Context: an optimization exercise on an open-source flow, tuned for small area. The choices shown serve that exercise and are no tape-out recipe.
Function was checked by simulation only, so behaviour that the tests miss may differ from the original.
Power is estimated from default activity; no workload was simulated.

### design.v
module rover_dff (
    input  wire clk,
    input  wire rst_n,
    input  wire d,
    output reg  q
);
  always @(posedge clk) begin
    if (!rst_n) q <= 1'b0;
    else        q <= d;
  end
endmodule
module mux_4bit #(
    parameter BITS = 8
) (
    input  wire [BITS-1:0] a,
    input  wire [BITS-1:0] b,
    input  wire [BITS-1:0] c,
    input  wire [BITS-1:0] d,
    input  wire [BITS-1:0] e,
    input  wire [BITS-1:0] f,
    input  wire [BITS-1:0] g,
    input  wire [3:0]      sel,
    output reg  [BITS-1:0] out
);
  always @(*) begin
    case (sel)
      4'b0000: out = a;
      4'b0001: out = b;
      4'b0010: out = c;
      4'b0011: out = d;
      4'b0100: out = e;
      4'b0101: out = f;
      4'b0110: out = g;
      default: out = {BITS{1'b0}};
    endcase
  end
endmodule
module heartbeat_counter (
    input  wire clk,
    input  wire rst_n,
    output wire counter_out
);
  reg  [20:0] s;
  reg         hb;
  wire        z  = (s[19:0] == 20'd0);
  wire        fb = s[20] ^ s[18] ^ z;
  always @(posedge clk) begin
    if (!rst_n) begin
      s  <= 21'd0;
      hb <= 1'b0;
    end else begin
      s  <= {s[19:0], fb};
      hb <= hb ^ (s[20] & z);
    end
  end
  assign counter_out = hb;
endmodule
module pulse_width_measure #(
    parameter W = 20
) (
    input  wire         clk,
    input  wire         rst_n,
    input  wire         pulse_signal,
    output reg  [W-1:0] pulse_width
);
  reg  [1:0]   st;
  reg  [W-1:0] cp;
  wire         q1, q2;
  rover_dff inst_dff1 (.clk(clk), .rst_n(rst_n), .d(pulse_signal), .q(q1));
  reg q2_r;
  always @(posedge clk) q2_r <= q1;
  assign q2 = q2_r;
  always @(posedge clk) begin
    if (!rst_n) st <= 2'b00;
    else case (st)
      2'b00: if (q1 && !q2)  st <= 2'b01;
      2'b01: if (q1 && q2)   st <= 2'b11;
      2'b11: if (!q1 && q2)  st <= 2'b10;
      default: if (!q1 && !q2) st <= 2'b00;
    endcase
  end
  reg [W:0]   c;
  reg [W-1:0] inc;
  integer i;
  always @(*) begin
    c[0] = st[0];
    for (i = 0; i < W; i = i + 1) begin
      inc[i] = cp[i] ^ c[i];
      c[i+1] = cp[i] & c[i];
    end
  end
  always @(posedge clk) begin
    if (!st[1]) cp <= {{(W-1){1'b0}}, 1'b1};
    else        cp <= inc;
  end
  wire ld = rst_n & st[1] & !st[0];
  wire hd = rst_n & !(st[1] & !st[0]);
  always @(posedge clk) pulse_width <= ({W{ld}} & cp) | ({W{hd}} & pulse_width);
endmodule
module pulse_width_measure_toggle #(
    parameter W = 20
) (
    input  wire         clk,
    input  wire         rst_n,
    input  wire         pulse_signal,
    output reg  [W-1:0] pulse_width,
    output reg          digital_output
);
  reg  [1:0]   st;
  reg  [W-1:0] cp;
  wire         q1, q2;
  rover_dff inst_dff1 (.clk(clk), .rst_n(rst_n), .d(pulse_signal), .q(q1));
  reg q2_r;
  always @(posedge clk) q2_r <= q1;
  assign q2 = q2_r;
  always @(posedge clk) begin
    if (!rst_n) st <= 2'b00;
    else case (st)
      2'b00: if (q1 && !q2)  st <= 2'b01;
      2'b01: if (q1 && q2)   st <= 2'b11;
      2'b11: if (!q1 && q2)  st <= 2'b10;
      default: if (!q1 && !q2) st <= 2'b00;
    endcase
  end
  reg [W:0]   c;
  reg [W-1:0] inc;
  integer i;
  always @(*) begin
    c[0] = st[0];
    for (i = 0; i < W; i = i + 1) begin
      inc[i] = cp[i] ^ c[i];
      c[i+1] = cp[i] & c[i];
    end
  end
  always @(posedge clk) begin
    if (!st[1]) cp <= {{(W-1){1'b0}}, 1'b1};
    else        cp <= inc;
  end
  localparam [W-1:0] K = 75002;
  reg lt;
  always @(*) begin
    lt = 1'b0;
    for (i = 0; i < W; i = i + 1)
      lt = K[i] ? (!pulse_width[i] | lt) : (!pulse_width[i] & lt);
    digital_output = (|pulse_width) & lt;
  end
  wire ld = rst_n & st[1] & !st[0];
  wire hd = rst_n & !(st[1] & !st[0]);
  always @(posedge clk) pulse_width <= ({W{ld}} & cp) | ({W{hd}} & pulse_width);
endmodule
module he_counter #(
    parameter W = 16
) (
    input  wire         clk,
    input  wire         rst_n,
    input  wire         pulse_signal,
    output reg  [W-1:0] pulse_counts
);
  localparam S_RISING = 2'd0, S_HIGH = 2'd1, S_FALLING = 2'd3, S_LOW = 2'd2;
  reg  [1:0] measurement_state;
  reg        seen;
  wire       q1, q2;
  rover_dff inst_dff1 (.clk(clk), .rst_n(rst_n), .d(pulse_signal), .q(q1));
  reg q2_r;
  always @(posedge clk) q2_r <= q1;
  assign q2 = q2_r;
  wire count = (measurement_state == S_HIGH) && q1 && q2;
  reg [W:0]   c;
  reg [W-1:0] nxt;
  integer i;
  always @(*) begin
    c[0] = count & seen;
    for (i = 0; i < W; i = i + 1) begin
      nxt[i] = pulse_counts[i] ^ c[i];
      c[i+1] = pulse_counts[i] & c[i];
    end
  end
  always @(posedge clk) begin
    if (!rst_n) begin
      measurement_state <= S_RISING;
      seen              <= 1'b0;
      pulse_counts      <= {W{1'b0}};
    end else begin
      pulse_counts <= nxt;
      if (count) seen <= 1'b1;
      case (measurement_state)
        S_RISING:  if (q1 && !q2)  measurement_state <= S_HIGH;
        S_HIGH:    if (q1 && q2)   measurement_state <= S_FALLING;
        S_FALLING: if (!q1 && q2)  measurement_state <= S_LOW;
        default:   if (!q1 && !q2) measurement_state <= S_RISING;
      endcase
    end
  end
endmodule
module pwm_timebase (
    input  wire        clk,
    input  wire        rst_n,
    output wire [15:0] t,
    output wire        valid,    
    output wire        down      
);
  reg [14:0] U;
  reg [3:0]  x;
  reg        dn;
  reg [9:0]  s1, lo;
  reg [10:0] cy;
  reg        lt;
  integer i;
  always @(*) begin
    cy[0] = 1'b0;
    for (i = 0; i < 10; i = i + 1) begin
      if (i < 3) begin
        s1[i]   = U[i];
        cy[i+1] = 1'b0;
      end else begin
        s1[i]   = U[i] ^ U[i-3] ^ cy[i];
        cy[i+1] = (U[i] & U[i-3]) | (U[i] & cy[i]) | (U[i-3] & cy[i]);
      end
    end
    lo    = s1;
    lo[8] = s1[8] ^ U[0];
    lo[9] = s1[9] ^ U[1] ^ (s1[8] & U[0]);
    lt = 1'b0;
    for (i = 0; i < 10; i = i + 1)
      lt = (10'd759 >> i) & 1 ? (!lo[i] | lt) : (!lo[i] & lt);
  end
  wire f = !lt;
  wire u0   = (U == 15'd0);
  wire last = (x[3:1] == 3'b111) && (x[0] == f);    
  wire top  = u0 && (x == 4'd15);                   
  wire bot  = dn && u0 && (x == 4'd13);             
  wire wrap = last | top;
  reg [15:0] uc;
  reg [14:0] un;
  always @(*) begin
    uc[0] = wrap;
    for (i = 0; i < 15; i = i + 1) begin
      un[i]   = U[i] ^ uc[i];
      uc[i+1] = (U[i] ^ dn) & uc[i];
    end
  end
  wire reach_top = !dn && uc[15];    
  always @(posedge clk) begin
    if (!rst_n) begin
      U  <= 15'd0;
      x  <= 4'd1;
      dn <= 1'b0;
    end else begin
      U  <= un;
      x  <= reach_top ? 4'd15 : (wrap | bot) ? 4'd0 : x + 1'b1;
      dn <= !bot & (dn | reach_top);
    end
  end
  assign t     = {1'b0, U};
  assign valid = dn ? last : (x == 4'd0);
  assign down  = dn;
endmodule
module pwm #(
    parameter integer BITS_RESOLUTION = 15
) (
    input  wire                       clk,
    input  wire                       rst_n,
    input  wire [BITS_RESOLUTION-1:0] duty,
    input  wire [15:0]                t,
    input  wire                       valid,
    input  wire                       down,
    output reg                        pwm_out
);
  reg  nxt;   
  wire hit = valid && (t == {1'b0, duty});
  always @(posedge clk) begin
    if (!rst_n) begin
      nxt     <= 1'b0;
      pwm_out <= 1'b0;
    end else begin
      if (hit) nxt <= down;
      pwm_out <= nxt;
    end
  end
endmodule
module rover_io (
    input  wire        clk,               
    input  wire        rst_n,             
    input  wire [5:0]  rc_in,             
    input  wire        hall_in,           
    input  wire [3:0]  dip_sw,            
    input  wire [15:0] steer_duty,        
    input  wire [14:0] throttle_duty,     
    input  wire [15:0] led_value,         
    output wire [19:0] pulse_width0,
    output wire [19:0] pulse_width1,
    output wire [19:0] pulse_width2,
    output wire [19:0] pulse_width3,
    output wire [19:0] pulse_width4,
    output wire [19:0] pulse_width5,
    output wire [15:0] hall_count,
    output wire        pwm_steering,
    output wire        pwm_throttle,
    output wire        digital_output1,
    output wire [7:0]  led
);
  wire       heartbeat;
  wire       pwm_steering_gen;
  wire       pwm_throttle_gen;
  he_counter #(.W(16)) inst_HE_sensor (
      .clk(clk), .rst_n(rst_n), .pulse_signal(hall_in), .pulse_counts(hall_count));
  mux_4bit #(.BITS(8)) inst_mux_LED (
      .a({1'b1, 1'b1, heartbeat, heartbeat, heartbeat, 1'b1, heartbeat, 1'b1}),
      .b(led_value[7:0]),
      .c(led_value[15:8]),
      .d({1'b1, 1'b1, heartbeat, heartbeat, heartbeat, 1'b1, heartbeat, 1'b1}),
      .e(steer_duty[7:0]),
      .f(steer_duty[15:8]),
      .g({hall_count[6:0], hall_in}),
      .sel(dip_sw),
      .out(led));
  mux_4bit #(.BITS(1)) inst_mux_steering (
      .a(pwm_steering_gen), .b(rc_in[3]), .c(1'b0), .d(1'b0),
      .e(pwm_steering_gen), .f(pwm_steering_gen), .g(1'b0),
      .sel(dip_sw), .out(pwm_steering));
  mux_4bit #(.BITS(1)) inst_mux_throttle (
      .a(pwm_throttle_gen), .b(rc_in[2]), .c(1'b0), .d(1'b0),
      .e(1'b0), .f(1'b0), .g(1'b0),
      .sel(dip_sw), .out(pwm_throttle));
  wire [15:0] pwm_t;
  wire        pwm_valid, pwm_down;
  pwm_timebase inst_pwm_timebase (
      .clk(clk), .rst_n(rst_n), .t(pwm_t), .valid(pwm_valid), .down(pwm_down));
  pwm #(.BITS_RESOLUTION(15)) inst_pwmGen_steering (
      .clk(clk), .rst_n(rst_n), .duty(steer_duty[14:0]),
      .t(pwm_t), .valid(pwm_valid), .down(pwm_down), .pwm_out(pwm_steering_gen));
  pwm #(.BITS_RESOLUTION(15)) inst_pwmGen_Throttle (
      .clk(clk), .rst_n(rst_n), .duty(throttle_duty),
      .t(pwm_t), .valid(pwm_valid), .down(pwm_down), .pwm_out(pwm_throttle_gen));
  heartbeat_counter inst_counter (.clk(clk), .rst_n(rst_n), .counter_out(heartbeat));
  pulse_width_measure #(.W(20)) inst_pwM1 (
      .clk(clk), .rst_n(rst_n), .pulse_signal(rc_in[0]), .pulse_width(pulse_width0));
  pulse_width_measure #(.W(20)) inst_pwM2 (
      .clk(clk), .rst_n(rst_n), .pulse_signal(rc_in[1]), .pulse_width(pulse_width1));
  pulse_width_measure #(.W(20)) inst_pwM3 (
      .clk(clk), .rst_n(rst_n), .pulse_signal(rc_in[2]), .pulse_width(pulse_width2));
  pulse_width_measure #(.W(20)) inst_pwM4 (
      .clk(clk), .rst_n(rst_n), .pulse_signal(rc_in[3]), .pulse_width(pulse_width3));
  pulse_width_measure #(.W(20)) inst_pwM5 (
      .clk(clk), .rst_n(rst_n), .pulse_signal(rc_in[4]), .pulse_width(pulse_width4));
  pulse_width_measure_toggle #(.W(20)) inst_pwM6 (
      .clk(clk), .rst_n(rst_n), .pulse_signal(rc_in[5]),
      .pulse_width(pulse_width5), .digital_output(digital_output1));
endmodule
### flow/run.sh
#!/bin/bash
# The standard layout (standard.sh) with three changes:
#  - synthesis leaves adders to abc (no ADDER_MAP_FILE) and runs abc with the
#    area-oriented script flow/abc_area.script instead of ORFS's;
#  - ports are buffered with buf_1;
#  - the clock tree uses clkbuf_8 leaf clusters of 18 sinks and no dummy loads.
# Everything else (registers, floorplan, power grid, routing) is the standard flow.
# The output of the whole run goes to standard_flow.log; ORFS keeps each
# step's own log under orfs/logs/.
set -euo pipefail
W=$(pwd)
cat > "$W/area_synth.tcl" <<EOF
proc abc {args} {
  set i [lsearch -exact \$args -script]
  if { \$i >= 0 } { set args [lreplace \$args [expr {\$i + 1}] [expr {\$i + 1}] $W/flow/abc_area.script] }
  yosys abc {*}\$args
}
source $W/synth_recipe.tcl
EOF
bash standard.sh \
  "SYNTH_SCRIPT=$W/area_synth.tcl" \
  "ADDER_MAP_FILE=" \
  "BUFFER_PORTS_ARGS=-buffer_cell sky130_fd_sc_hd__buf_1" \
  "CTS_ARGS=-sink_clustering_enable -repair_clock_nets -dont_use_dummy_load -buf_list sky130_fd_sc_hd__clkbuf_4 -sink_clustering_size 12 -sink_clustering_max_diameter 35" \
  finish > standard_flow.log 2>&1
### flow/abc_area.script
strash
balance
rewrite
refactor
balance
rewrite
rewrite -z
balance
refactor -z
rewrite -z
balance
&get -n
&st
&dch -f
&nf -a -R 1000
&put
strash
balance
rewrite
refactor
balance
rewrite
rewrite -z
balance
refactor -z
rewrite -z
balance
&get -n
&st
&dch -f
&nf -a -R 1000
&put
strash
balance
rewrite
refactor
balance
rewrite
rewrite -z
balance
refactor -z
rewrite -z
balance
&get -n
&st
&dch -f
&nf -a -R 1000
&put
strash
balance
rewrite
refactor
balance
rewrite
rewrite -z
balance
refactor -z
rewrite -z
balance
&get -n
&st
&dch -f
&nf -a -R 1000
&put
strash
balance
rewrite
refactor
balance
rewrite
rewrite -z
balance
refactor -z
rewrite -z
balance
&get -n
&st
&dch -f
&nf -a -R 1000
&put
strash
balance
rewrite
refactor
balance
rewrite
rewrite -z
balance
refactor -z
rewrite -z
balance
&get -n
&st
&dch -f
&nf -a -R 1000
&put
strash
balance
rewrite
refactor
balance
rewrite
rewrite -z
balance
refactor -z
rewrite -z
balance
&get -n
&st
&dch -f
&nf -a -R 1000
&put
strash
balance
rewrite
refactor
balance
rewrite
rewrite -z
balance
refactor -z
rewrite -z
balance
&get -n
&st
&dch -f
&nf -a -R 1000
&put
### standard.sh
#!/bin/bash
# synth_recipe.tcl (not shown) runs the flow's synth.tcl, then flattens the netlist and writes it again
# the make line also repeats each setting of config.mk as NAME=value (left out here)
make -C /OpenROAD-flow-scripts/flow DESIGN_CONFIG=/design/flow/config.mk WORK_HOME=/design/flow/orfs CLKGATE_MAP_FILE= SYNTH_SCRIPT=/design/flow/synth_recipe.tcl "${@:-finish}"
### config.mk
export PLATFORM = sky130hd
export DESIGN_NAME = rover_io
export DESIGN_NICKNAME = rover_io
export VERILOG_FILES = /design/flow/design.v
export SDC_FILE = /design/flow/constraint.sdc
export NUM_CORES = 4
export LEC_CHECK = 0
export CAP_MARGIN = 20
export CORE_MARGIN = 2
export CORE_UTILIZATION = 65
export SLEW_MARGIN = 20
### constraint.sdc
create_clock -name core_clock -period 20.0 [get_ports {clk}]
set_input_delay 4.0000 -clock core_clock [delete_from_list [all_inputs] [get_ports {clk}]]
set_output_delay 4.0000 -clock core_clock [all_outputs]
set_load 0.01 [all_outputs]
==> impl_metrics.py, run 1 <==
metrics = {
    "routing": {
        "dr_total_vias": 9898,
        "drt-total-wl_um": 26600,
        "remaining_drc_errors": 0,
        "drt.antenna.violating_nets": 0,
        "drt_pre_antenna_iters": 5,
        "drt-initial-drc-count": 661,
        "routedWlPerCell_um": 16.3,
        "vias_per_cell": 6.06,
    },
    "global_route": {
        "grt_start_max_net_pins": 59,
        "grt_overflow_total": 0,
        "use_met2": 0.434,
        "grt_first_pass_wirelength_um": 42000,
        "grt_pass1_vias": 8718,
        "met3_usage": 0.0585,
        "global_route.peak_usage_layer": "met2",
        "globalRouteMet1Util": 0.371,
        "number_of_antenna_violations_at_the_first_check_in_global_routing": 1,
        "gr-usage-all-layers": 0.276,
    },
    "cts": {
        "cts_htree_levels": 2,
        "clock_sink_count": 331,
        "clock-root-buffer": "clkbuf_4",
        "clock_pin_slew_of_the_registers_on_the_worst_case_setup_and_hold_paths_ps": 110,
        "hold_buffers": 0,
        "worstSkewPairLatency_ps": 670,
        "post_cts_buffers": 0,
        "cts_resized": 0,
        "tritoncts_clock_tree": "yes",
        "ctsLongestPathBuffers": 3,
        "cts_inserted_buffers": 41,
    },
    "sta": {
        "finalCritPeriodShare": 0.484,
        "skew_final_ps": 63.0,
        "slew_violations": 0,
        "setup_violations_final": 0,
        "slew_headroom": 0.314,
        "fmaxAchievable_mhz": 103,
        "grt_setup_unrepaired": "false",
        "setup_total_negative_slack_ps": 0,
        "max_slew.worst_pin.slew_ps": 1020,
        "finalHoldViolations": 0,
        "finalWorstPathRequiredPeriod_ps": 9680,
    },
    "worst_setup_path": {
        "path_max_fanout": 5,
        "crit_family": "simple AND/OR/NAND/NOR gates",
        "slowest_stage_delay_on_critical_path_ps": 800,
        "cpMaxStageDelayCell": "nor3_1",
        "timing.critical_path.cells": "buf_1 -> nand2b_1 -> nor3_1 -> a222oi_1 -> nand3_1 -> buf_1",
        "setup.worst_path.class": "in2out",
        "worstPathRequired_ps": 16000,
        "cp_common_cell": "buf_1",
        "critical_path_buffers_and_inverters": 2,
        "setup.worst_path.end_class": "output port",
        "critical_path.startpoint_type": "primary input",
        "worstPathArrival_ps": 5680,
    },
    "power": {
        "switching_share": 0.226,
        "netSwitchingPower_mw": 0.225,
        "clock_power_share": 0.293,
        "power.share.sequential": 0.672,
        "vdd_drop_max_mv": 0.0508,
        "power_per_cell_area_nw_per_um2": 76.4,
        "power.combinational.fraction": 0.035,
        "leakage_nw": 4.86,
        "internal_power_mw": 0.771,
    },
    "placed_design": {
        "place_hpwl_um": 18400,
        "place.port_buffers": 206,
        "postPlaceCellArea_um2": 12700,
        "gpl.final_weighted_congestion": 0.933,
        "placed_cells": 1590,
    },
    "yosys": {
        "async_flop_share": 0,
        "synth_cells": 1151,
        "ys_ff_latch": 331,
        "synth_seq_area_share": 0.573,
        "synth_top_area_cell": "dfxtp_1",
        "post_synthesis_cell_type_count": 39,
        "synth_area_per_cell_um2": 10.0,
        "ys_warn_count": 9,
        "synthDominantCellAreaShare": 0.573,
        "synth.cell_area_um2": 11600,
        "synth-edff-count": 0,
        "synth_area_leaders": "dfxtp_1, a22o_1, a21oi_1",
        "post_synthesis_net_count": 1211,
        "synth_top_flop_cell": "dfxtp_1",
    },
    "floorplan": {
        "die_span_x_um": 137,
        "initial_utilization": 0.666,
        "core-area_um2": 17400,
        "i_o_pins": 207,
        "dieHeight_um": 137,
        "floorplan.die_area_um2": 18900,
        "rows": 48,
    },
    "finish": {
        "layout-area-overhead-vs-synth_pct": 12.7,
        "drive_gt1_frac": 0.0398,
        "mostFrequentLayoutCells": "dfxtp_1, buf_1, a21oi_1",
        "nets": 1468,
        "layout_commonest_cell": "dfxtp_1",
        "finish.cell_count_without_fillers": 1633,
        "design_area_um2": 13000,
    },
    "job": {
        "timing.max_cap.violations": 0,
    },
    "worst_hold_path": {
        "min_path_type": "reg2reg",
    },
    "run_status": {
        "outcome": "finished clean",
    },
}
==> routing by layer <==
| layer | up-vias | wire length (µm) |
|---|---|---|
| met4 | 0 | 857 |
| met2 | 371 | 11900 |
| met3 | 66 | 1990 |
| li1 | 4832 | - |
| met5 | - | 0 |
| met1 | 4629 | 11800 |
==> logic make-up after synthesis <==
group / share of synthesized area
AOI/OAI and AO/OA: 0.239
xor gates and xnor gates: 0.0303
adders and majority gates: 0.000865
buffers and inverters: 0.00909
DFF: 0.573
muxes: 0.000865
and+or+nand+nor: 0.148
==> through the flow <==
step,worst slack (ps),utilization,hold WS (ps),power (mW)
final,10320,0.751,389,0.996
after global routing,10160,0.751,381,1.03
after CTS,10380,0.751,376,1.00
after detailed placement,10390,0.733,387,0.719
after global placement,10420,0.732,380,0.717
after floorplan,10890,-,370,0.702
==> worst register-to-register path, delay by kind of cell (launching register included) <==
kind             cells  cell delay (ps)
AO/OA/AOI/OAI        6             1340
AND/OR/NAND/NOR     14             2770
XOR/XNOR             3              500
flip-flops           1              670
==> Yosys cell counts, types with 2 or more instances <==
cell,number
a2111oi_0,4
a211oi_1,3
a21oi_1,126
a221oi_1,4
a222oi_1,11
a22o_1,121
a22oi_1,7
a311oi_1,2
a31oi_1,4
and2_0,65
and3_1,52
clkinv_1,28
dfxtp_1,331
nand2_1,32
nand2b_1,5
nand3_1,18
nand4_1,5
nor2_1,69
nor3_1,66
nor4_1,12
o2111ai_1,2
o21a_1,6
o21ai_0,110
o221ai_1,2
o22ai_1,7
o31ai_1,7
or4_1,2
xnor2_1,26
xor2_1,14
==> power by group through the flow <==
stage          clock network [mW]  logic (mW)  registers [mW]
2_1_floorplan                   0      0.0200           0.682
6_report                    0.292      0.0351           0.669
3_3_place_gp                    0      0.0337           0.684
4_1_cts                     0.299      0.0346           0.669
5_1_grt                     0.323      0.0390           0.670
3_5_place_dp                    0      0.0345           0.684
==> state kept, by name, indices dropped and copies added (netlist names), 20 cells and up <==
register,count
inst_pwM1.cp,20
inst_pwM2.cp,20
inst_pwM4.cp,20
inst_pwM6.pulse_width,20
inst_pwM3.cp,20
inst_pwM3.pulse_width,20
inst_pwM2.pulse_width,20
inst_pwM6.cp,20
inst_counter.s,21
inst_pwM1.pulse_width,20
inst_pwM4.pulse_width,20
inst_pwM5.pulse_width,20
inst_pwM5.cp,20
==> path summary, 6_finish.rpt <==
| check | start | end | slack (ps) | cells after the start |
|---|---|---|---|---|
| worst max-delay path | dip_sw[0] | led[4] | 10320 | 6 |
| worst min-delay path | inst_pwM4.inst_dff1.q | inst_pwM4.q2_r | 390 | 0 |
| worst max register to register | inst_pwm_timebase.U[1] | inst_pwm_timebase.x[3] | 14670 | 23 |
| worst min register to register | inst_pwM4.inst_dff1.q | inst_pwM4.q2_r | 390 | 0 |
==> final cells by class <==
type                       instances  area (µm²)
sequential                       331        6630
multi-input combinational        792        4880
fill                            1335        4320
timing repair buffer             214         835
clock buffer                      41         308
tap                              225         282
inverter                          28         105
antenna                            2        5.00
==> inputs of run 2 (changes only) <==
--- a/flow/run.sh
+++ b/flow/run.sh
@@ -21,5 +21,5 @@
   "SYNTH_SCRIPT=$W/area_synth.tcl" \
   "ADDER_MAP_FILE=" \
   "BUFFER_PORTS_ARGS=-buffer_cell sky130_fd_sc_hd__buf_1" \
-  "CTS_ARGS=-sink_clustering_enable -repair_clock_nets -dont_use_dummy_load -buf_list sky130_fd_sc_hd__clkbuf_4 -sink_clustering_size 12 -sink_clustering_max_diameter 35" \
+  "CTS_ARGS=-sink_clustering_enable -repair_clock_nets -dont_use_dummy_load -buf_list sky130_fd_sc_hd__clkbuf_8 -sink_clustering_size 22 -sink_clustering_max_diameter 40" \
   finish > standard_flow.log 2>&1
==> impl_metrics.py, run 2 <==
metrics = {
    "run_status": {
        "outcome": "finished clean",
    },
    "sta": {
        "finalCritPeriodShare": 0.487,
        "fmaxAchievable_mhz": 103,
        "grt_setup_unrepaired": "false",
        "finalHoldViolations": 0,
        "setup_violations_final": 0,
        "max_slew.worst_pin.slew_ps": 1090,
        "hold_slack_ps": 364,
        "skew_final_ps": 49.4,
        "slew_headroom": 0.266,
        "finalWorstPathRequiredPeriod_ps": 9740,
        "setup_total_negative_slack_ps": 0,
        "postLayoutSetupSlackWorst_ps": 10260,
        "slew_violations": 0,
    },
    "routing": {
        "dr_total_vias": 9801,
        "drt_pre_antenna_iters": 6,
        "routedWlPerCell_um": 16.4,
        "remaining_drc_errors": 0,
        "drt-initial-drc-count": 777,
        "vias_per_cell": 6.03,
        "drt.antenna.violating_nets": 0,
        "drt-total-wl_um": 26700,
    },
    "worst_hold_path": {
        "min_path_type": "reg2reg",
    },
    "finish": {
        "layout_commonest_cell": "dfxtp_1",
        "finish.cell_count_without_fillers": 1626,
        "postLayoutCoreUtil": 0.762,
        "multiInputGateArea_um2": 4880,
        "nets": 1463,
        "layout-area-overhead-vs-synth_pct": 14.3,
        "mostFrequentLayoutCells": "dfxtp_1, buf_1, a21oi_1",
        "drive_gt1_frac": 0.0364,
        "diodes": 0,
        "largest-register": "inst_counter.s",
        "largest_reg_flops": 21,
        "regArea_um2": 6630,
        "design_area_um2": 13200,
        "filler_cell_count": 1295,
    },
    "floorplan": {
        "core-area_um2": 17400,
        "rows": 48,
        "dieHeight_um": 137,
        "initial_utilization": 0.666,
        "die_span_x_um": 137,
        "floorplan.die_area_um2": 18900,
        "i_o_pins": 207,
    },
    "power": {
        "vdd_drop_max_mv": 0.0686,
        "power_per_cell_area_nw_per_um2": 80.7,
        "power_mw": 1.07,
        "leakage_nw": 4.94,
    },
    "cts": {
        "hold_buffers": 0,
        "post_cts_buffers": 0,
        "ctsLongestPathBuffers": 3,
        "clock_sink_count": 331,
        "tritoncts_clock_tree": "yes",
        "cts_inserted_buffers": 36,
        "cts_resized": 0,
        "worstSkewPairLatency_ps": 540,
        "clock_pin_slew_of_the_registers_on_the_worst_case_setup_and_hold_paths_ps": 90,
        "clock-root-buffer": "clkbuf_8",
        "cts_htree_levels": 2,
    },
    "yosys": {
        "synth_commonest_cells": "dfxtp_1, a21oi_1, a22o_1, o21ai_0, nor2_1",
        "post_synthesis_cell_type_count": 39,
        "ys_ff_latch": 331,
        "synth_area_per_cell_um2": 10.0,
        "async_flop_share": 0,
        "synth_top_flop_cell": "dfxtp_1",
        "synth_area_leaders": "dfxtp_1, a22o_1, a21oi_1",
        "yosysMostFrequentCell": "dfxtp_1",
        "synth_top_area_cell": "dfxtp_1",
        "ys_warn_count": 9,
        "synth.cell_area_um2": 11600,
        "synthDominantCellAreaShare": 0.573,
        "post_synthesis_net_count": 1211,
        "synth_seq_area_share": 0.573,
        "synth_cells": 1151,
        "synth-edff-count": 0,
    },
    "placed_design": {
        "gpl.final_weighted_congestion": 0.933,
        "place.port_buffers": 206,
        "postPlaceCellArea_um2": 12700,
        "place_ws_ps": 10390,
        "placed_cells": 1590,
        "place_hpwl_um": 18400,
    },
    "global_route": {
        "number_of_antenna_violations_at_the_first_check_in_global_routing": 0,
        "grt_start_max_net_pins": 59,
        "grt_overflow_total": 0,
        "gr-usage-all-layers": 0.278,
        "grt_first_pass_wirelength_um": 42300,
        "grt_pass1_vias": 8729,
    },
    "worst_setup_path": {
        "setup.worst_path.class": "in2out",
        "worstPathRequired_ps": 16000,
        "setup.worst_path.end_class": "output port",
        "worstPathArrival_ps": 5740,
        "path_max_fanout": 5,
        "critical_path.startpoint_type": "primary input",
    },
    "job": {
        "timing.max_cap.violations": 0,
    },
}
[run 2: cell types whose count changed in the layout (fill, tap and decap cells not counted)]
cell,before,now
clkbuf_4,41,0
clkbuf_8,0,36
diode_2,2,0
[run 2: critical path, stage by stage]
cell and delay [ps]:
buf_1 120, nand2b_1 210, nor3_1 850, a222oi_1 200, nand3_1 150, buf_1 210
[run 2: worst paths after layout]
path                           from                endpoint  slack, ps  cells past startpoint
max                       dip_sw[0]                  led[4]      10260                      6
min           inst_pwM2.inst_dff1.q          inst_pwM2.q2_r        360                      0
max reg2reg  inst_pwm_timebase.U[1]  inst_pwm_timebase.x[1]      14680                     23
min reg2reg   inst_pwM2.inst_dff1.q          inst_pwM2.q2_r        360                      0
[run 2: layout make-up]
type | instances | area share
flip-flops and latches | 331 | 0.501
multi-input cells | 792 | 0.369
repair buffers | 214 | 0.0631
clock buffers | 36 | 0.0375
well taps | 225 | 0.0213
inverters | 28 | 0.00795
[run 2: routing by layer]
metal | track usage | part of all wire | vias up
li1 | - | - | 4809
met5 | 0 | 0 | -
met3 | 0.0545 | 0.067 | 57
met4 | 0.103 | 0.029 | 0
met1 | 0.373 | 0.45 | 4601
met2 | 0.447 | 0.46 | 334
[run 2: cell families after synthesis]
group / after synthesis / synth area share
DFF: 331 / 0.573
buffers and inverters: 28 / 0.00909
adders and majority gates: 1 / 0.000865
muxes: 1 / 0.000865
AOI/OAI and AO/OA: 421 / 0.239
xor gates and xnor gates: 40 / 0.0303
and+or+nand+nor: 329 / 0.148
[run 2: report_power, final]
| group | internal [mW] | switching (mW) | total, mW |
|---|---|---|---|
| Sequential | 0.663 | 0.00620 | 0.669 |
| Combinational | 0.0131 | 0.0220 | 0.0351 |
| Clock | 0.161 | 0.202 | 0.363 |
| Total | 0.837 | 0.231 | 1.07 |
==> inputs of run 3 (changes only) <==
--- a/flow/run.sh
+++ b/flow/run.sh
@@ -21,5 +21,5 @@
   "SYNTH_SCRIPT=$W/area_synth.tcl" \
   "ADDER_MAP_FILE=" \
   "BUFFER_PORTS_ARGS=-buffer_cell sky130_fd_sc_hd__buf_1" \
-  "CTS_ARGS=-sink_clustering_enable -repair_clock_nets -dont_use_dummy_load -buf_list sky130_fd_sc_hd__clkbuf_8 -sink_clustering_size 22 -sink_clustering_max_diameter 40" \
+  "CTS_ARGS=-sink_clustering_enable -repair_clock_nets -dont_use_dummy_load -buf_list sky130_fd_sc_hd__clkbuf_4 -sink_clustering_size 11 -sink_clustering_max_diameter 60" \
   finish > standard_flow.log 2>&1
==> impl_metrics.py, run 3 <==
metrics = {
    "cts": {
        "cts_resized": 0,
        "tritoncts_clock_tree": "yes",
        "ctsLongestPathBuffers": 3,
        "cts_inserted_buffers": 36,
        "worstSkewPairLatency_ps": 640,
        "cts_htree_levels": 2,
        "clock_pin_slew_of_the_registers_on_the_worst_case_setup_and_hold_paths_ps": 100,
        "clock_sink_count": 331,
        "hold_buffers": 0,
        "clock-root-buffer": "clkbuf_4",
        "post_cts_buffers": 0,
    },
    "worst_setup_path": {
        "worstPathArrival_ps": 5730,
        "path_max_fanout": 5,
        "critical_path.startpoint_type": "primary input",
        "crit_family": "simple AND/OR/NAND/NOR gates",
        "cpMaxStageDelayCell": "nor3_1",
        "setup.worst_path.class": "in2out",
        "slowest_stage_delay_on_critical_path_ps": 810,
        "timing.critical_path.cells": "buf_1 -> nand2b_1 -> nor3_1 -> a222oi_1 -> nand3_1 -> buf_1",
        "setup.worst_path.end_class": "output port",
        "cp_common_cell": "buf_1",
        "worstPathRequired_ps": 16000,
        "critical_path_buffers_and_inverters": 2,
    },
    "yosys": {
        "post_synthesis_net_count": 1211,
        "synth_cells": 1151,
        "synth-edff-count": 0,
        "synth_top_area_cell": "dfxtp_1",
        "synth_top_flop_cell": "dfxtp_1",
        "synth_commonest_cells": "dfxtp_1, a21oi_1, a22o_1, o21ai_0, nor2_1",
        "ys_warn_count": 9,
        "synth_seq_area_share": 0.573,
        "synth_area_leaders": "dfxtp_1, a22o_1, a21oi_1",
        "async_flop_share": 0,
        "yosysMostFrequentCell": "dfxtp_1",
        "post_synthesis_cell_type_count": 39,
        "synthDominantCellAreaShare": 0.573,
        "synth_area_per_cell_um2": 10.0,
        "synth.cell_area_um2": 11600,
        "ys_ff_latch": 331,
    },
    "floorplan": {
        "rows": 48,
        "core-area_um2": 17400,
        "initial_utilization": 0.666,
        "i_o_pins": 207,
        "dieHeight_um": 137,
        "die_span_x_um": 137,
        "floorplan.die_area_um2": 18900,
    },
    "placed_design": {
        "place_hpwl_um": 18400,
        "placed_cells": 1590,
        "place.port_buffers": 206,
        "gpl.final_weighted_congestion": 0.933,
    },
    "routing": {
        "drt_pre_antenna_iters": 7,
        "routedWlPerCell_um": 16.2,
        "vias_per_cell": 6.01,
        "drt.antenna.violating_nets": 0,
        "drt-initial-drc-count": 749,
        "remaining_drc_errors": 0,
        "drt-total-wl_um": 26400,
        "dr_total_vias": 9771,
    },
    "sta": {
        "setup_total_negative_slack_ps": 0,
        "slew_violations": 0,
        "finalHoldViolations": 0,
        "skew_final_ps": 57.9,
        "setup_violations_final": 0,
        "finalWorstPathRequiredPeriod_ps": 9730,
        "grt_setup_unrepaired": "false",
        "max_slew.worst_pin.slew_ps": 1030,
        "finalCritPeriodShare": 0.486,
        "slew_headroom": 0.306,
        "fmaxAchievable_mhz": 103,
    },
    "job": {
        "timing.max_cap.violations": 0,
    },
    "worst_hold_path": {
        "min_path_type": "reg2reg",
    },
    "finish": {
        "drive_gt1_frac": 0.0364,
        "largest-register": "inst_counter.s",
        "nets": 1463,
        "postLayoutCoreUtil": 0.749,
        "layout-area-overhead-vs-synth_pct": 12.4,
        "layout_commonest_cell": "dfxtp_1",
        "mostFrequentLayoutCells": "dfxtp_1, buf_1, a21oi_1",
        "largest_reg_flops": 21,
        "finish.cell_count_without_fillers": 1627,
    },
    "power": {
        "switching_share": 0.225,
        "power_mw": 0.981,
        "clock_power_share": 0.282,
        "netSwitchingPower_mw": 0.221,
        "internal_power_mw": 0.760,
        "power_per_cell_area_nw_per_um2": 75.5,
        "power.share.sequential": 0.682,
        "vdd_drop_max_mv": 0.0491,
        "power.combinational.fraction": 0.036,
        "leakage_nw": 4.84,
    },
    "global_route": {
        "global_route.peak_usage_layer": "met2",
        "grt_first_pass_wirelength_um": 41800,
        "grt_pass1_vias": 8643,
        "gr-usage-all-layers": 0.275,
        "use_met2": 0.436,
        "grt_start_max_net_pins": 59,
        "globalRouteMet1Util": 0.371,
        "met3_usage": 0.0574,
        "number_of_antenna_violations_at_the_first_check_in_global_routing": 1,
        "grt_overflow_total": 0,
    },
    "run_status": {
        "outcome": "finished clean",
    },
}
-- run 3: cell types whose count changed in the layout (fill, tap and decap cells not counted), sizes merged --
cell / before / now
diode: 0 / 1
-- run 3: cells by family (layout without fill, tap and decap cells) --
group                      count (synthesis)  in the layout  synth area share
adders and majority gates                  1              1          0.000865
xor gates and xnor gates                  40             40            0.0303
other                                      0              1                 0
buffers and inverters                     28            278           0.00909
DFF                                      331            331             0.573
muxes                                      1              1          0.000865
AOI/OAI and AO/OA                        421            421             0.239
and+or+nand+nor                          329            329             0.148
-- run 3: worst reg2reg max path, cell delays in order (launching register included) --
cell      delay, ps
dfxtp_1         670
o22ai_1         200
o211ai_1        210
o221ai_1        130
nand2_1         130
xor2_1          180
xnor2_1         170
nand2_1         100
xnor2_1         150
a31oi_1         200
nand2b_1         80
a21o_1          200
nand2_1         120
nand3_1         120
nor2_1          220
and3_1          240
nand2_1         120
a211oi_1        380
nand2_1         200
nor4_1          650
nand3_1         320
nor2_1          300
nor2_1           80
nor2_1           90
-- run 3: power by group through the flow --
stage / clock (mW) / sequential, mW / combinational [mW]
6_report: 0.277 / 0.669 / 0.0349
5_1_grt: 0.308 / 0.671 / 0.0390
4_1_cts: 0.285 / 0.669 / 0.0347
3_5_place_dp: 0 / 0.684 / 0.0345
3_3_place_gp: 0 / 0.684 / 0.0337
2_1_floorplan: 0 / 0.682 / 0.0200
-- run 3: layout make-up --
type,instances,area (µm²)
Inverter,28,105
Clock buffer,36,270
Multi-Input combinational cell,792,4880
Sequential cell,331,6630
Fill cell,1343,4360
Antenna cell,1,2.50
Timing Repair Buffer,214,835
Tap cell,225,282
-- run 3: path summary, 6_finish.rpt --
check	startpoint	end	slack, ps	cells after the start
setup / recovery	dip_sw[0]	led[4]	10270	6
hold reg to reg	inst_pwM6.inst_dff1.q	inst_pwM6.q2_r	390	0
setup reg to reg	inst_pwm_timebase.U[1]	inst_pwm_timebase.x[1]	14660	23
hold / removal	inst_pwM6.inst_dff1.q	inst_pwM6.q2_r	390	0
-- run 3: per-layer routing --
metal / part of all wire / wire length (µm) / vias up
met5: 0 / 0 / -
met4: 0.029 / 755 / 0
li1: - / - / 4832
met1: 0.44 / 11700 / 4545
met3: 0.076 / 2020 / 54
met2: 0.45 / 12000 / 340
-- run 3: stage by stage --
step | hold slack [ps] | setup slack, ps | instance area, µm²
2_1_floorplan | 370 | 10890 | 11600
3_3_place_gp | 380 | 10420 | 12700
3_5_place_dp | 387 | 10390 | 12700
4_1_cts | 403 | 10360 | 13000
5_1_grt | 420 | 10160 | 13000
6_report | 391 | 10270 | 13000
==> inputs of run 4 (changes only) <==
--- a/flow/run.sh
+++ b/flow/run.sh
@@ -3,7 +3,7 @@
 #  - synthesis leaves adders to abc (no ADDER_MAP_FILE) and runs abc with the
 #    area-oriented script flow/abc_area.script instead of ORFS's;
 #  - ports are buffered with buf_1;
-#  - the clock tree uses clkbuf_8 leaf clusters of 18 sinks and no dummy loads.
+#  - the clock tree uses clkbuf_4 leaf clusters of 11 sinks and no dummy loads.
 # Everything else (registers, floorplan, power grid, routing) is the standard flow.
 # The output of the whole run goes to standard_flow.log; ORFS keeps each
 # step's own log under orfs/logs/.
--- a/config.mk
+++ b/config.mk
@@ -8,4 +8,5 @@
 export CAP_MARGIN = 20
 export CORE_MARGIN = 2
 export CORE_UTILIZATION = 65
+export PLACE_DENSITY = 0.85
 export SLEW_MARGIN = 20
==> impl_metrics.py, run 4 <==
metrics = {
    "routing": {
        "remaining_drc_errors": 0,
        "drt.antenna.violating_nets": 0,
        "vias_per_cell": 5.98,
        "drt-total-wl_um": 25900,
        "dr_total_vias": 9725,
        "drt-initial-drc-count": 632,
        "routedWlPerCell_um": 15.9,
        "drt_pre_antenna_iters": 5,
    },
    "sta": {
        "setup_total_negative_slack_ps": 0,
        "finalCritPeriodShare": 0.477,
        "finalHoldViolations": 0,
        "fmaxAchievable_mhz": 105,
        "postLayoutSetupSlackWorst_ps": 10450,
        "finalWorstPathRequiredPeriod_ps": 9550,
        "skew_final_ps": 75.0,
        "slew_violations": 0,
        "slew_headroom": 0.383,
        "hold_slack_ps": 403,
        "max_slew.worst_pin.slew_ps": 902,
        "grt_setup_unrepaired": "false",
        "setup_violations_final": 0,
    },
    "floorplan": {
        "die_span_x_um": 137,
        "core-area_um2": 17400,
        "floorplan.die_area_um2": 18900,
        "dieHeight_um": 137,
        "initial_utilization": 0.666,
        "i_o_pins": 207,
        "rows": 48,
    },
    "yosys": {
        "synth_area_per_cell_um2": 10.0,
        "synth.cell_area_um2": 11600,
        "ys_ff_latch": 331,
        "synth_area_leaders": "dfxtp_1, a22o_1, a21oi_1",
        "yosysMostFrequentCell": "dfxtp_1",
        "ys_warn_count": 9,
        "post_synthesis_net_count": 1211,
        "synth_top_flop_cell": "dfxtp_1",
        "synth_top_area_cell": "dfxtp_1",
        "synth_cells": 1151,
        "post_synthesis_cell_type_count": 39,
        "async_flop_share": 0,
        "synth_commonest_cells": "dfxtp_1, a21oi_1, a22o_1, o21ai_0, nor2_1",
        "synth_seq_area_share": 0.573,
        "synthDominantCellAreaShare": 0.573,
        "synth-edff-count": 0,
    },
    "cts": {
        "cts_resized": 0,
        "worstSkewPairLatency_ps": 610,
        "clock-root-buffer": "clkbuf_4",
        "clock_sink_count": 331,
        "ctsLongestPathBuffers": 3,
        "hold_buffers": 0,
        "post_cts_buffers": 0,
        "clock_pin_slew_of_the_registers_on_the_worst_case_setup_and_hold_paths_ps": 110,
        "cts_htree_levels": 2,
        "cts_inserted_buffers": 36,
        "tritoncts_clock_tree": "yes",
    },
    "global_route": {
        "grt_first_pass_wirelength_um": 41600,
        "grt_start_max_net_pins": 59,
        "number_of_antenna_violations_at_the_first_check_in_global_routing": 1,
        "gr-usage-all-layers": 0.268,
        "grt_pass1_vias": 8895,
        "grt_overflow_total": 0,
    },
    "worst_setup_path": {
        "cp_common_cell": "buf_1",
        "timing.critical_path.cells": "buf_1 -> nand2b_1 -> nor3_1 -> a222oi_1 -> nand3_1 -> buf_1",
        "setup.worst_path.end_class": "output port",
        "cpMaxStageDelayCell": "nor3_1",
        "worstPathArrival_ps": 5550,
        "crit_family": "simple AND/OR/NAND/NOR gates",
        "slowest_stage_delay_on_critical_path_ps": 670,
        "critical_path.startpoint_type": "primary input",
        "critical_path_buffers_and_inverters": 2,
        "worstPathRequired_ps": 16000,
        "setup.worst_path.class": "in2out",
        "path_max_fanout": 8,
    },
    "finish": {
        "layout-area-overhead-vs-synth_pct": 12.3,
        "postLayoutCoreUtil": 0.748,
        "mostFrequentLayoutCells": "dfxtp_1, buf_1, a21oi_1",
        "largest_reg_flops": 21,
        "drive_gt1_frac": 0.0364,
        "finish.cell_count_without_fillers": 1626,
        "nets": 1462,
        "largest-register": "inst_counter.s",
        "design_area_um2": 13000,
        "layout_commonest_cell": "dfxtp_1",
    },
    "placed_design": {
        "place_ws_ps": 10230,
        "gpl.final_weighted_congestion": 0.869,
        "place_hpwl_um": 17800,
        "place.port_buffers": 206,
        "placed_cells": 1589,
        "postPlaceCellArea_um2": 12700,
    },
    "job": {
        "timing.max_cap.violations": 0,
    },
    "power": {
        "clock_power_share": 0.282,
        "power_mw": 0.980,
        "switching_share": 0.225,
        "vdd_drop_max_mv": 0.0625,
        "power.share.sequential": 0.683,
        "power_per_cell_area_nw_per_um2": 75.4,
        "internal_power_mw": 0.760,
        "leakage_nw": 4.84,
        "power.combinational.fraction": 0.035,
        "netSwitchingPower_mw": 0.220,
    },
    "run_status": {
        "outcome": "finished clean",
    },
    "worst_hold_path": {
        "min_path_type": "reg2reg",
    },
}
==> run 4: cell types whose count changed in the layout (fill, tap and decap cells not counted), sizes merged <==
cell | previous run | this run
buf | 213 | 212
==> run 4: power groups by stage <==
stage / Combinational, mW / Sequential [mW] / Clock (mW)
global route: 0.0383 / 0.670 / 0.309
finish: 0.0346 / 0.669 / 0.276
CTS: 0.0343 / 0.669 / 0.286
detailed placement: 0.0341 / 0.684 / 0
global placement: 0.0331 / 0.684 / 0
floorplan: 0.0200 / 0.682 / 0
==> run 4: logic make-up (layout without fill, tap and decap cells) <==
logic type               after synthesis  after routing  share of synthesized area
AO/OA/AOI/OAI                        421            421                      0.239
flip-flops                           331            331                      0.573
AND/OR/NAND/NOR                      329            329                      0.148
XOR/XNOR                              40             40                     0.0303
buffers and inverters                 28            277                    0.00909
adder cells (fa/ha/maj)                1              1                   0.000865
multiplexers                           1              1                   0.000865
other                                  0              1                          0
==> run 4: layout make-up <==
type,instances,area (µm²)
Sequential cell,331,6630
Multi-Input combinational cell,792,4880
Fill cell,1298,4370
Timing Repair Buffer,213,827
Tap cell,225,282
Clock buffer,36,270
Inverter,28,105
Antenna cell,1,2.50
==> run 4: path summary, 6_finish.rpt <==
path                           from                      to  slack [ps]  cells after the start
max                       dip_sw[3]                  led[6]       10450                      6
max reg2reg  inst_pwm_timebase.U[1]  inst_pwm_timebase.x[2]       14970                     23
min           inst_pwM1.inst_dff1.q          inst_pwM1.q2_r         400                      0
min reg2reg   inst_pwM1.inst_dff1.q          inst_pwM1.q2_r         400                      0
==> run 4: routing by layer <==
metal	vias up	part of all wire	routed length, µm	global-route usage
met3	62	0.070	1820	0.0556
met4	0	0.027	708	0.0951
met5	-	0	0	0
met1	4520	0.44	11300	0.349
met2	335	0.47	12000	0.442
li1	4808	-	-	-
==> inputs of run 5 (changes only) <==
--- a/flow/run.sh
+++ b/flow/run.sh
@@ -3,7 +3,7 @@
 #  - synthesis leaves adders to abc (no ADDER_MAP_FILE) and runs abc with the
 #    area-oriented script flow/abc_area.script instead of ORFS's;
 #  - ports are buffered with buf_1;
-#  - the clock tree uses clkbuf_4 leaf clusters of 11 sinks and no dummy loads.
+#  - the clock tree uses clkbuf_4 leaf clusters of 10 sinks and no dummy loads.
 # Everything else (registers, floorplan, power grid, routing) is the standard flow.
 # The output of the whole run goes to standard_flow.log; ORFS keeps each
 # step's own log under orfs/logs/.
@@ -21,5 +21,5 @@
   "SYNTH_SCRIPT=$W/area_synth.tcl" \
   "ADDER_MAP_FILE=" \
   "BUFFER_PORTS_ARGS=-buffer_cell sky130_fd_sc_hd__buf_1" \
-  "CTS_ARGS=-sink_clustering_enable -repair_clock_nets -dont_use_dummy_load -buf_list sky130_fd_sc_hd__clkbuf_4 -sink_clustering_size 11 -sink_clustering_max_diameter 60" \
+  "CTS_ARGS=-sink_clustering_enable -repair_clock_nets -dont_use_dummy_load -buf_list sky130_fd_sc_hd__clkbuf_16 -sink_clustering_size 36 -sink_clustering_max_diameter 60" \
   finish > standard_flow.log 2>&1
--- a/flow/abc_area.script
+++ b/flow/abc_area.script
@@ -78,51 +78,3 @@
 &dch -f
 &nf -a -R 1000
 &put
-strash
-balance
-rewrite
-refactor
-balance
-rewrite
-rewrite -z
-balance
-refactor -z
-rewrite -z
-balance
-&get -n
-&st
-&dch -f
-&nf -a -R 1000
-&put
-strash
-balance
-rewrite
-refactor
-balance
-rewrite
-rewrite -z
-balance
-refactor -z
-rewrite -z
-balance
-&get -n
-&st
-&dch -f
-&nf -a -R 1000
-&put
-strash
-balance
-rewrite
-refactor
-balance
-rewrite
-rewrite -z
-balance
-refactor -z
-rewrite -z
-balance
-&get -n
-&st
-&dch -f
-&nf -a -R 1000
-&put
--- a/config.mk
+++ b/config.mk
@@ -8,5 +8,4 @@
 export CAP_MARGIN = 20
 export CORE_MARGIN = 2
 export CORE_UTILIZATION = 65
-export PLACE_DENSITY = 0.85
 export SLEW_MARGIN = 20
==> impl_metrics.py, run 5 <==
metrics = {
    "yosys": {
        "synth_cells": 1162,
        "synth_seq_area_share": 0.568,
        "synth_area_per_cell_um2": 10.0,
        "synth_commonest_cells": "dfxtp_1, a21oi_1, a22o_1, o21ai_0, and2_0",
        "synth_area_leaders": "dfxtp_1, a22o_1, a21oi_1",
        "ys_ff_latch": 331,
        "async_flop_share": 0,
        "synth_top_area_cell": "dfxtp_1",
        "post_synthesis_net_count": 1222,
        "synth-edff-count": 0,
        "yosysMostFrequentCell": "dfxtp_1",
        "ys_warn_count": 9,
        "synth.cell_area_um2": 11700,
        "post_synthesis_cell_type_count": 39,
        "synthDominantCellAreaShare": 0.568,
        "synth_top_flop_cell": "dfxtp_1",
    },
    "sta": {
        "slew_headroom": 0.371,
        "finalWorstPathRequiredPeriod_ps": 9520,
        "fmaxAchievable_mhz": 105,
        "postLayoutSetupSlackWorst_ps": 10480,
        "max_slew.worst_pin.slew_ps": 938,
        "slew_violations": 0,
        "finalHoldViolations": 0,
        "setup_total_negative_slack_ps": 0,
        "skew_final_ps": 35.7,
        "finalCritPeriodShare": 0.476,
        "setup_violations_final": 0,
        "grt_setup_unrepaired": "false",
    },
    "floorplan": {
        "core-area_um2": 17400,
        "floorplan.die_area_um2": 19000,
        "dieHeight_um": 138,
        "initial_utilization": 0.669,
        "rows": 48,
        "i_o_pins": 207,
        "die_span_x_um": 138,
    },
    "routing": {
        "dr_total_vias": 9654,
        "routedWlPerCell_um": 15.5,
        "drt_pre_antenna_iters": 7,
        "vias_per_cell": 5.97,
        "remaining_drc_errors": 0,
        "drt-initial-drc-count": 594,
        "drt-total-wl_um": 25100,
        "drt.antenna.violating_nets": 0,
    },
    "global_route": {
        "grt_pass1_vias": 8668,
        "grt_start_max_net_pins": 91,
        "gr-usage-all-layers": 0.257,
        "grt_overflow_total": 0,
        "number_of_antenna_violations_at_the_first_check_in_global_routing": 0,
        "grt_first_pass_wirelength_um": 40400,
    },
    "worst_setup_path": {
        "slowest_stage_delay_on_critical_path_ps": 680,
        "cp_common_cell": "buf_1",
        "path_max_fanout": 8,
        "critical_path_buffers_and_inverters": 2,
        "worstPathArrival_ps": 5520,
        "crit_family": "simple AND/OR/NAND/NOR gates",
        "cpMaxStageDelayCell": "nor3_1",
        "setup.worst_path.end_class": "output port",
        "worstPathRequired_ps": 16000,
        "timing.critical_path.cells": "buf_1 -> nand2b_1 -> nor3_1 -> a222oi_1 -> nand2_1 -> buf_1",
        "setup.worst_path.class": "in2out",
        "critical_path.startpoint_type": "primary input",
    },
    "cts": {
        "ctsLongestPathBuffers": 3,
        "cts_inserted_buffers": 17,
        "clock-root-buffer": "clkbuf_16",
        "tritoncts_clock_tree": "yes",
        "clock_sink_count": 331,
        "worstSkewPairLatency_ps": 510,
        "cts_htree_levels": 1,
        "cts_resized": 0,
        "post_cts_buffers": 0,
        "hold_buffers": 0,
        "clock_pin_slew_of_the_registers_on_the_worst_case_setup_and_hold_paths_ps": 60,
    },
    "placed_design": {
        "gpl.final_weighted_congestion": 0.881,
        "place.port_buffers": 206,
        "place_hpwl_um": 17500,
        "place_ws_ps": 10290,
    },
    "power": {
        "power.combinational.fraction": 0.030,
        "leakage_nw": 4.92,
        "netSwitchingPower_mw": 0.217,
        "power.share.sequential": 0.639,
        "vdd_drop_max_mv": 0.0756,
        "clock_power_share": 0.331,
        "power_per_cell_area_nw_per_um2": 79.1,
        "switching_share": 0.207,
        "internal_power_mw": 0.827,
    },
    "finish": {
        "largest_reg_flops": 21,
        "largest-register": "inst_counter.s",
        "drive_gt1_frac": 0.0187,
        "mostFrequentLayoutCells": "dfxtp_1, buf_1, a21oi_1",
        "layout-area-overhead-vs-synth_pct": 13.2,
        "layout_commonest_cell": "dfxtp_1",
        "nets": 1453,
        "diodes": 0,
    },
    "job": {
        "timing.max_cap.violations": 0,
    },
    "worst_hold_path": {
        "min_path_type": "reg2reg",
    },
    "run_status": {
        "outcome": "finished clean",
    },
}
-- run 5: cell count changes after synthesis, sizes merged, moves of 5 or more --
cell,previous run,this run
nor3b,1,6
and3,52,61
nor2,69,58
a21boi,0,10
nor3,66,50
a221oi,4,9
clkinv,28,35
-- run 5: per-layer routing --
| layer | vias up | track usage | wire length, µm |
|---|---|---|---|
| met5 | - | 0 | 0 |
| met4 | 0 | 0.0839 | 628 |
| met3 | 51 | 0.0384 | 1420 |
| met2 | 281 | 0.435 | 11900 |
| met1 | 4518 | 0.337 | 11200 |
| li1 | 4804 | - | - |
-- run 5: layout make-up --
cell class                      count  area (µm²)
Sequential cell                   331        6630
Multi-Input combinational cell    796        4910
Fill cell                        1262        4220
Timing Repair Buffer              212         820
Clock buffer                       17         425
Tap cell                          225         282
Inverter                           35         131
-- run 5: through the flow --
stage | total power [mW] | util | cell area, µm² | cells | hold WS [ps]
floorplan | 0.698 | - | 11700 | 1162 | 371
global placement | 0.712 | 0.733 | 12800 | 1599 | 380
detailed placement | 0.713 | 0.733 | 12800 | 1599 | 386
CTS | 1.05 | 0.757 | 13200 | 1616 | 394
global route | 1.08 | 0.758 | 13200 | 1616 | 408
finish | 1.04 | 0.758 | 13200 | 1616 | 395
-- run 5: logic make-up after synthesis --
logic type      share of synthesized area
buf+inv                            0.0113
xor+xnor                           0.0263
compound gates                      0.243
mux                              0.000859
flops                               0.568
simple gates                        0.150
fa+ha+maj                        0.000859
-- run 5: final timing paths --
path | endpoint | from | slack [ps] | cells after the start
worst min-delay path | inst_pwM6.q2_r | inst_pwM6.inst_dff1.q | 390 | 0
worst max register to register | inst_pwm_timebase.x[3] | inst_pwm_timebase.U[5] | 15000 | 24
worst max-delay path | led[0] | dip_sw[3] | 10480 | 6
worst min register to register | inst_pwM6.q2_r | inst_pwM6.inst_dff1.q | 390 | 0
-- run 5: power groups by stage --
stage / clock (mW) / sequential (mW) / combinational, mW
2_1_floorplan: 0 / 0.681 / 0.0165
3_3_place_gp: 0 / 0.682 / 0.0300
3_5_place_dp: 0 / 0.682 / 0.0306
4_1_cts: 0.352 / 0.667 / 0.0309
5_1_grt: 0.373 / 0.668 / 0.0346
6_report: 0.346 / 0.667 / 0.0310

[what the ideal ports hide]
Ports are ideal in the flow. The routed layouts listed here were re-timed in OpenROAD. Step 1 sets driving cells, clkbuf_16 on the clock port and buf_2 on the other inputs (assumed; they add their load-dependent delay and slew). Step 2 moves the port delays by t, midway between the first and last clock arrival at a register: inputs arrive t later, outputs are due t later. That takes back most of the time a late clock gives input paths. Three values: no drivers, after step 1, after step 2; two values: the first two.
| run | t (ns) | setup slack, ns | worst hold slack (ns) | pins driven straight from the clock port |
|---|---|---|---|---|
| run 1 | 0.667 | 10.318 / 10.291 / 10.291 | 0.389 / 0.389 / 0.389 | 1 |
| run 2 | 0.554 | 10.256 / 10.229 / 10.229 | 0.364 / 0.364 / 0.364 | 1 |
| run 3 | 0.657 | 10.273 / 10.246 / 10.246 | 0.391 / 0.391 / 0.391 | 1 |
| run 4 | 0.627 | 10.454 / 10.434 / 10.434 | 0.403 / 0.403 / 0.403 | 1 |
| run 5 | 0.534 | 10.476 / 10.441 / 10.441 | 0.395 / 0.395 / 0.395 | 1 |
After both steps setup and hold are still met in every run listed. For run 5, which loses most, drivers alone change the setup slack by -0.035 ns; drivers and shift together by -0.035 ns.
